This is an optimization exercise on Yosys and OpenROAD, whose aim is small area and a short achievable clock period, not a production implementation.
Only the layout flow was run in this run; the RTL was not checked for function there.
Power and IR drop assume default switching activity.

<file path="design/flow/config.mk">
export PLATFORM = sky130hd
export DESIGN_NAME = PipelineCPU
export DESIGN_NICKNAME = PipelineCPU
export VERILOG_FILES = /design/flow/design.v
export SDC_FILE = /design/flow/constraint.sdc
export NUM_CORES = 4
export LEC_CHECK = 0
export CAP_MARGIN = 20
export CORE_MARGIN = 2
export CORE_UTILIZATION = 30
export PLACE_DENSITY = 0.45
export SLEW_MARGIN = 20
</file>
<file path="design/flow/constraint.sdc">
create_clock -name core_clock -period 10.0 [get_ports {clk}]
set_input_delay 2.0000 -clock core_clock [delete_from_list [all_inputs] [get_ports {clk}]]
set_output_delay 2.0000 -clock core_clock [all_outputs]
set_load 0.01 [all_outputs]
</file>
<file path="design/flow/design.v">
module PipelineCPU(
    input wire clk,
    input wire rst_n,
    output wire [31:0] imem_addr,
    input  wire [31:0] imem_rdata,
    output wire [31:0] dmem_addr,
    output wire [31:0] dmem_wdata,
    output wire        dmem_we,
    input  wire [31:0] dmem_rdata,
    output wire        wb_en,
    output wire [4:0]  wb_reg,
    output wire [31:0] wb_data
);
    localparam [3:0] A_ADD = 4'd0, A_SUB = 4'd1, A_AND = 4'd2, A_OR = 4'd3,
                     A_LTU = 4'd4, A_LT = 4'd5, A_SLL = 4'd6, A_XOR = 4'd7,
                     A_SRL = 4'd9, A_LUI = 4'd10, A_PASS = 4'd11;
    reg  [31:0] pc;
    reg  [31:0] noop_pc;             
    reg  [31:0] pc_id;               
    reg  [31:0] ins_id;
    reg  [3:0]  aluc_ex;
    reg         srca_ex, srcb_ex, memwr_ex, regwr_ex, regdst_ex, wrback_ex;
    reg  [31:0] rd1_ex, rd2_ex;
    reg  [15:0] imm_ex;              
    reg         immx_ex;             
    reg  [4:0]  rs_ex, rt_ex;
    reg         memwr_mem, regwr_mem, wrback_mem;
    reg  [31:0] alu_mem, wdata_mem;
    reg  [4:0]  wreg_mem;
    reg         regwr_wb;
    reg  [4:0]  wreg_wb;
    reg  [31:0] wdata_wb;
    reg  [31:0] rf [1:31];
    reg  [31:1] rf_valid;
    wire        rf_we = regwr_wb & (wreg_wb != 5'd0);
    genvar g;
    generate
        for (g = 1; g < 32; g = g + 1) begin : regs
            always @(posedge clk)
                if (rf_we && wreg_wb == g) rf[g] <= wdata_wb;
        end
    endgenerate
    always @(posedge clk or negedge rst_n)
        if (!rst_n) rf_valid <= 31'd0;
        else if (rf_we) rf_valid[wreg_wb] <= 1'b1;
    wire [5:0]  op   = ins_id[31:26];
    wire [4:0]  rs   = ins_id[25:21];
    wire [4:0]  rt   = ins_id[20:16];
    wire [5:0]  func = ins_id[5:0];
    wire [15:0] imm  = ins_id[15:0];
    wire [31:0] sel1, sel2;
    wire [31:0] rf_v = {rf_valid, 1'b0};
    generate
        for (g = 0; g < 32; g = g + 1) begin : dec
            assign sel1[g] = (rs == g) & rf_v[g];
            assign sel2[g] = (rt == g) & rf_v[g];
        end
    endgenerate
    reg [31:0] rd1, rd2;
    integer k;
    always @(*) begin
        rd1 = 32'd0;
        rd2 = 32'd0;
        for (k = 1; k < 32; k = k + 1) begin
            rd1 = rd1 | ({32{sel1[k]}} & rf[k]);
            rd2 = rd2 | ({32{sel2[k]}} & rf[k]);
        end
    end
    wire op_r    = (op == 6'b000000);
    wire op_beq  = (op == 6'b000100);
    wire op_bne  = (op == 6'b000101);
    wire op_bz   = (op == 6'b000001);    
    wire op_bgtz = (op == 6'b000111);
    wire op_blez = (op == 6'b000110);
    wire op_j    = (op == 6'b000010) | (op == 6'b000011);
    wire op_noop = (op == 6'b111111);
    wire f_jr    = (func == 6'b001000);
    reg [3:0] aluc;
    always @(*) begin
        case (op)
            6'b000000:
                case (func)
                    6'b100010, 6'b100011: aluc = A_SUB;
                    6'b100100: aluc = A_AND;
                    6'b100110: aluc = A_XOR;
                    6'b100101: aluc = A_OR;
                    6'b000000, 6'b000100: aluc = A_SLL;
                    6'b101010: aluc = A_LT;
                    6'b101011: aluc = A_LTU;
                    6'b000110, 6'b000011, 6'b000111, 6'b000010: aluc = A_SRL;
                    default: aluc = A_ADD;
                endcase
            6'b001100: aluc = A_AND;
            6'b001101: aluc = A_OR;
            6'b001010: aluc = A_LT;
            6'b001011: aluc = A_LTU;
            6'b001110: aluc = A_XOR;
            6'b000100, 6'b000101: aluc = A_SUB;
            6'b000001, 6'b000111, 6'b000110: aluc = A_PASS;
            6'b001111: aluc = A_LUI;
            default: aluc = A_ADD;
        endcase
    end
    wire srca = op_r & (func == 6'b000000 || func == 6'b000011 || func == 6'b000010);
    reg srcb, regdst, exts, memwr, regwr;
    always @(*) begin
        case (op)
            6'b001000, 6'b001001, 6'b001010, 6'b001011, 6'b001101, 6'b001111,
            6'b001110, 6'b101011, 6'b100011, 6'b101000, 6'b100000, 6'b111111:
                srcb = 1'b1;
            default: srcb = 1'b0;
        endcase
        case (op)
            6'b001001, 6'b001010, 6'b001011, 6'b111111, 6'b100011, 6'b100000,
            6'b001000, 6'b001101, 6'b001100, 6'b001110, 6'b001111:
                regdst = 1'b0;
            default: regdst = 1'b1;
        endcase
        case (op)
            6'b001101, 6'b001100, 6'b001110: exts = 1'b0;
            default: exts = 1'b1;
        endcase
        memwr = (op == 6'b101011) | (op == 6'b101000);
        case (op)
            6'b101011, 6'b101000, 6'b000100, 6'b000101, 6'b000111, 6'b000001,
            6'b000110, 6'b000010, 6'b000011: regwr = 1'b0;
            6'b000000: regwr = ~f_jr;
            default: regwr = 1'b1;
        endcase
    end
    wire wrback = (op == 6'b100011) | (op == 6'b100000);
    wire fwd_ad = (rs != 5'd0) & (rs == wreg_mem) & regwr_mem;
    wire fwd_bd = (rt != 5'd0) & (rt == wreg_mem) & regwr_mem;
    wire [31:0] ba = fwd_ad ? alu_mem : rd1;
    wire [31:0] bb = fwd_bd ? alu_mem : rd2;
    wire eq   = (ba == bb);
    wire az   = (ba == 32'd0);
    wire sgn  = ba[31];
    reg taken;
    always @(*) begin
        taken = 1'b0;
        if (op_beq)  taken = eq;
        if (op_bne)  taken = ~eq;
        if (op_bgtz) taken = ~sgn & ~az;
        if (op_bz)   taken = (rt == 5'd1) ? ~sgn : sgn;
        if (op_blez) taken = sgn | ~az;
    end
    wire is_jump   = op_j | (op_r & f_jr);
    wire branch_id = is_jump | taken;      
    wire [4:0] wreg_ex = regdst_ex ? imm_ex[15:11] : rt_ex;
    wire lwstall = ((rs == rt_ex) | (rt == rt_ex)) & wrback_ex;
    wire bhaz = (regwr_ex & ((wreg_ex == rs) | (wreg_ex == rt))) |
                (regwr_mem & ((wreg_mem == rs) | (wreg_mem == rt)));
    wire stall = lwstall | (branch_id & bhaz);
    wire [31:0] pc4     = pc + 32'd4;
    wire [31:0] ext     = {{16{exts & imm[15]}}, imm};
    wire [31:0] pc_br   = pc_id + {ext[29:0], 2'b00};
    wire [31:0] pc_jump = f_jr ? rd1 : {pc_id[31:28], ins_id[25:0], 2'b00};
    wire [31:0] next_pc = is_jump ? pc_jump :
                          taken   ? pc_br :
                          op_noop ? noop_pc : pc4;
    always @(posedge clk) noop_pc <= next_pc;
    always @(posedge clk or negedge rst_n)
        if (!rst_n) pc <= 32'd0;
        else if (!stall) pc <= next_pc;
    always @(posedge clk or negedge rst_n)
        if (!rst_n) begin
            ins_id <= 32'd0;
            pc_id  <= 32'd0;
        end else if (branch_id) begin
            ins_id <= 32'hFC00_0000;
        end else if (!stall) begin
            ins_id <= imem_rdata;
            pc_id  <= pc4;
        end
    always @(posedge clk or negedge rst_n)
        if (!rst_n) begin
            aluc_ex <= 4'd0; srca_ex <= 1'b0; srcb_ex <= 1'b0; memwr_ex <= 1'b0;
            regwr_ex <= 1'b0; regdst_ex <= 1'b0; wrback_ex <= 1'b0;
            rd1_ex <= 32'd0; rd2_ex <= 32'd0; imm_ex <= 16'd0; immx_ex <= 1'b0;
            rs_ex <= 5'd0; rt_ex <= 5'd0;
        end else begin
            rd1_ex <= rd1; rd2_ex <= rd2; imm_ex <= imm; immx_ex <= exts & imm[15];
            rs_ex <= rs; rt_ex <= rt;
            if (stall) begin
                aluc_ex <= 4'd0; srca_ex <= 1'b0; srcb_ex <= 1'b0; memwr_ex <= 1'b0;
                regwr_ex <= 1'b0; regdst_ex <= 1'b0; wrback_ex <= 1'b0;
            end else begin
                aluc_ex <= aluc; srca_ex <= srca; srcb_ex <= srcb; memwr_ex <= memwr;
                regwr_ex <= regwr; regdst_ex <= regdst; wrback_ex <= wrback;
            end
        end
    wire fa_mem = (rs_ex != 5'd0) & (rs_ex == wreg_mem) & regwr_mem;
    wire fa_wb  = (rs_ex != 5'd0) & (rs_ex == wreg_wb)  & regwr_wb;
    wire fb_mem = (rt_ex != 5'd0) & (rt_ex == wreg_mem) & regwr_mem;
    wire fb_wb  = (rt_ex != 5'd0) & (rt_ex == wreg_wb)  & regwr_wb;
    wire [31:0] fwa = fa_mem ? alu_mem : fa_wb ? wdata_wb : rd1_ex;
    wire [31:0] fwb = fb_mem ? alu_mem : fb_wb ? wdata_wb : rd2_ex;
    wire [31:0] a = srca_ex ? {27'd0, imm_ex[10:6]} : fwa;
    wire [31:0] b = srcb_ex ? {{16{immx_ex}}, imm_ex} : fwb;
    wire        sub  = (aluc_ex == A_SUB) | (aluc_ex == A_LT) | (aluc_ex == A_LTU);
    wire [32:0] sum  = {1'b0, a} + {1'b0, b ^ {32{sub}}} + {32'd0, sub};
    wire        ltu  = ~sum[32];
    wire        lt   = (a[31] ^ b[31]) ? a[31] : sum[31];
    wire        big  = |a[31:5];
    wire [31:0] shl  = big ? 32'd0 : (b << a[4:0]);
    wire [31:0] shr  = big ? 32'd0 : (b >> a[4:0]);
    reg [31:0] alu_out;
    always @(*) begin
        case (aluc_ex)
            A_AND:  alu_out = a & b;
            A_OR:   alu_out = a | b;
            A_LTU:  alu_out = {31'd0, ltu};
            A_LT:   alu_out = {31'd0, lt};
            A_SLL:  alu_out = shl;
            A_XOR:  alu_out = a ^ b;
            A_SRL:  alu_out = shr;
            A_LUI:  alu_out = {b[15:0], 16'd0};
            A_PASS: alu_out = a;
            default: alu_out = sum[31:0];
        endcase
    end
    always @(posedge clk or negedge rst_n)
        if (!rst_n) begin
            memwr_mem <= 1'b0; regwr_mem <= 1'b0; wrback_mem <= 1'b0;
            alu_mem <= 32'd0; wdata_mem <= 32'd0; wreg_mem <= 5'd0;
        end else begin
            memwr_mem <= memwr_ex; regwr_mem <= regwr_ex; wrback_mem <= wrback_ex;
            alu_mem <= alu_out; wdata_mem <= rd2_ex; wreg_mem <= wreg_ex;
        end
    always @(posedge clk or negedge rst_n)
        if (!rst_n) begin
            regwr_wb <= 1'b0; wreg_wb <= 5'd0; wdata_wb <= 32'd0;
        end else begin
            regwr_wb <= regwr_mem; wreg_wb <= wreg_mem;
            wdata_wb <= wrback_mem ? dmem_rdata : alu_mem;
        end
    assign imem_addr  = pc;
    assign dmem_addr  = alu_mem;
    assign dmem_wdata = wdata_mem;
    assign dmem_we    = memwr_mem;
    assign wb_en      = regwr_wb;
    assign wb_reg     = wreg_wb;
    assign wb_data    = wdata_wb;
endmodule
</file>
<file path="design/flow/run.sh">
#!/bin/bash
# synth_recipe.tcl (not shown) runs the flow's synth.tcl, then flattens the netlist and writes it again
# the make line also repeats each setting of config.mk as NAME=value (left out here)
make -C /OpenROAD-flow-scripts/flow DESIGN_CONFIG=/design/flow/config.mk WORK_HOME=/design/flow/orfs CLKGATE_MAP_FILE= SYNTH_SCRIPT=/design/flow/synth_recipe.tcl finish
</file>
==> impl_metrics.csv <==
group,metric,value,unit
status,status,"no timing/DRC/antenna violations",
power_and_ir_drop,clock_power_share,24.0,%
timing,holdWs,0.3806,ns
floorplan,rows,181,
placement,portBuffers,200,
synthesis,syn-num-nets,7383,
worst_setup_path,crit_required,10.74,ns
detailed_routing,vias,74990,
timing,tightestPinTransition,1.357,ns
clocking,cts_sinks,1362,
floorplan,fp.dieW,499.6,µm
synthesis,synth_warnings,2,
worst_setup_path,critPathMaxStageDelay,1.05,ns
clocking,clk-insertion-delay-late,0.93,ns
synthesis,yosysMostFrequentCell,"edfxtp_1",
grt,grt_max_degree,151,
worst_setup_path,cp_slowest_cell,"dfrtp_1",
clocking,cts-hold-fix-buffers,0,
detailed_routing,first_pass_iters,7,
clocking,root_buffer,"clkbuf_16",
timing,rsz0062_at_grt,"false",
power_and_ir_drop,switching_share,46.72,%
power_and_ir_drop,power.leakage,31.49,nW
worst_setup_path,critPathMaxFanout,32,
clocking,cts_tree,"yes",
floorplan,io_pins,201,
detailed_routing,drc,0,
detailed_routing,viasPerCell,6.951,
timing,hold_viol,0,
timing,fin_crit_sh,87.98,%
finish,final_layout_size_suffix_gt1_share,13.47,%
synthesis,synth_edf_count,992,
floorplan,die_h,499.6,µm
power_and_ir_drop,intPower,0.01370,W
clocking,cts_buffers,165,
timing,period_minus_slack,8.798,ns
placement,dp_hpwl,365.3,mm
finish,area_growth_syn_to_layout,18.32,%
timing,fin_skew,0.09109,ns
clocking,cts_setup_buffers,0,
grt,grt_util_all_layers,41.15,%
power_and_ir_drop,powerDensity,294.9,nW/µm²
timing,slew_violations,0,
power_and_ir_drop,irDropWorstVdd,0.2073,mV
clocking,clk_pin_slew,0.06,ns
timing,maxSlewHeadroom,9.547,%
synthesis,synth-seq-cells,1362,
timing,tns,0,ns
timing,max_freq,113.7,MHz
grt,antenna_found_initial,60,
detailed_routing,postRouteAntennaNets,0,
power_and_ir_drop,seq_power_share,33.6,%
clocking,ctsResizeCount,0,
grt,grt_pass1_wl,684.4,mm
synthesis,netlist_top_cells_count,"992 x edfxtp_1, 927 x nand2_1, 457 x nand3_1, 445 x o22ai_1, 421 x clkbuf_1",
synthesis,synth_area_per_cell,10.27,µm²
synthesis,synth_cell_type_count,94,
worst_setup_path,end_kind,"flop",
synthesis,post-synth-top-area-fraction,40.42,%
placement,pre_cts_slack,1.612,ns
detailed_routing,topRoutingLayerUsed,"met5",
synthesis,yosys.area.top_type,"edfxtp_1",
grt,overflow,0,
synthesis,syn_inst,7173,
detailed_routing,avgRoutedWirePerCell,49.38,µm
clocking,cts_max_level,4,
floorplan,design.core.area,243700,µm²
worst_setup_path,critPathKind,"reg -> reg",
clocking,cts.path.max_buffers,3,
synthesis,seq_area_frac_synth,52.77,%
detailed_routing,wl_met1,203.0,mm
worst_setup_path,cp.arrival,9.53,ns
synthesis,synth_area_leaders,"edfxtp_1 40%, dfrtp_1 11%, nand2_1 4.7%",
worst_setup_path,path_delay_family,"simple AND/OR/NAND/NOR gates",
worst_setup_path,cp_common_cell,"buf_4",
placement,place_congestion,1.096,
power_and_ir_drop,power,0.02572,W
timing,setup_violations,0,
worst_setup_path,critPathBufInv,3,
detailed_routing,wirelength,532.7,mm
detailed_routing,route.met3.wl,73.65,mm
grt,first_global_vias,68580,
floorplan,dieArea,249600,µm²
worst_setup_path,ff2ff_setup_slack,1.20,ns
timing,setup_slack,1.202,ns
finish,fin_nets,7637,
floorplan,start_util,30.24,%
synthesis,synthFlopType,"edfxtp_1",
detailed_routing,wl_met2,214.3,mm
synthesis,syn-cell-area,73700,µm²
worst_setup_path,startpoint_type,"flop",
worst_setup_path,crit_chain,"nor3b_2, buf_4, nand2_1, buf_4, o22ai_1, or4_1, or4_1, nor4_4, nand4_1, nor4_1, nand3_1, a211oi_4, buf_4, o21a_1, nand3_1, o2bb2ai_4, nand2_1, o221a_2",
power_and_ir_drop,combPwrFrac,42.4,%
job,drv_cap,0,
hold_path,hold_class,"reg -> reg",
power_and_ir_drop,switching_power,0.01201,W
synthesis,synthArstFlopShare,24.82,%
detailed_routing,drt_iter0_drc,14270,
## layout make-up
type | count | area [µm²]
Antenna cell | 31 | 77.57
Clock buffer | 208 | 4420
Clock inverter | 87 | 949.7
Fill cell | 24360 | 156500
Inverter | 182 | 683.2
Multi-Input combinational cell | 5068 | 32590
Sequential cell | 1362 | 38930
Tap cell | 3202 | 4006
Timing Repair Buffer | 648 | 5542
## cells in the final DEF, fill, tap and decap left out, types with 60 or more instances in the layout
cell	Yosys	layout
inv_1	180	179
edfxtp_1	992	992
nand3_1	457	456
nand4_1	279	279
clkbuf_16	0	165
and3_1	80	78
xnor2_1	120	120
clkdlybuf4s50_1	0	199
or3_1	163	162
nor2_1	407	347
a21oi_1	212	207
a31oi_1	60	60
nor3_1	124	118
nand2_1	927	901
or4_1	80	79
xor2_1	78	78
buf_4	10	432
a211oi_1	76	74
o21ai_0	164	159
o22ai_1	445	445
dfrtp_1	338	306
o2111ai_1	119	119
mux2_2	81	81
ha_1	142	142
nor4_1	100	87
mux2i_1	239	239
## power groups by stage
| stage | clock network, W | logic (W) | registers (W) |
|---|---|---|---|
| 3_3_place_gp | 0 | 0.0104 | 0.00865 |
| 3_5_place_dp | 0 | 0.0103 | 0.00864 |
| 4_1_cts | 0.00619 | 0.0104 | 0.00853 |
| 2_1_floorplan | 0 | 0.00477 | 0.00821 |
| 5_1_grt | 0.00638 | 0.0110 | 0.00860 |
| 6_report | 0.00617 | 0.0109 | 0.00864 |
## metrics by stage
| stage | utilization, % | std cells | cell area, µm² |
|---|---|---|---|
| after floorplan | - | 7173 | 73700 |
| after global placement | 33.44 | 10450 | 81490 |
| after detailed placement | 33.50 | 10460 | 81640 |
| after CTS | 35.71 | 10750 | 87010 |
| after global routing | 35.75 | 10760 | 87130 |
| final | 35.78 | 10790 | 87200 |
## metal layers
metal | up-vias | GRT usage (%)
met5 | - | 0.05788
met4 | 36 | 26.42
met2 | 7037 | 57.42
met1 | 37920 | 52.28
li1 | 28060 | -
met3 | 1937 | 16.67
## cells by family after synthesis
logic type      synth area share (%)
xor+xnor                       2.353
simple gates                   18.80
fa+ha+maj                      2.465
flops                          52.77
buf+inv                        3.947
compound gates                 14.86
mux                            4.808
## state kept, by name, indices dropped and copies added (netlist names), 4 cells and up
name	count
rs_ex	5
pc_id	32
rf	992
wreg_wb	5
alu_mem	32
wreg_mem	5
wdata_mem	32
rf_valid	31
rd1_ex	32
wdata_wb	32
rt_ex	5
imm_ex	16
ins_id	32
rd2_ex	32
noop_pc	32
aluc_ex	4
pc	32
## worst paths after layout
kind	cells after the start	endpoint	startpoint
worst max-delay path	18	pc[4]	ins_id[24]
worst min-delay path	0	wdata_mem[14]	rd2_ex[14]
worst max register to register	18	pc[4]	ins_id[24]
worst min register to register	0	wdata_mem[14]	rd2_ex[14]
max in group asynchronous	2	rf_valid[22]	rst_n
min in group asynchronous	1	ins_id[5]	rst_n

-- static timing again, ports no longer ideal --
Ports are ideal in the flow. The routed layout listed here was re-timed in OpenROAD.
Step 1 sets driving cells, clkbuf_16 on the clock port and buf_2 on the other inputs (assumed; they add their load-dependent delay and slew).
Step 2 moves the port delays by t, midway between the first and last clock arrival at a register: inputs arrive t later, outputs are due t later. That takes back most of the time a late clock gives input paths.
Three values: ideal, step 1, step 2; two values: the first two.
t (ns): 0.979
setup slack, ns: 1.202 / 1.202 / 1.202
worst data-port slew with drivers (ns): 0.14
After both steps setup and hold are still met in this run. For this run, drivers alone change the setup slack by 0.000 ns; drivers and shift together by 0.000 ns.
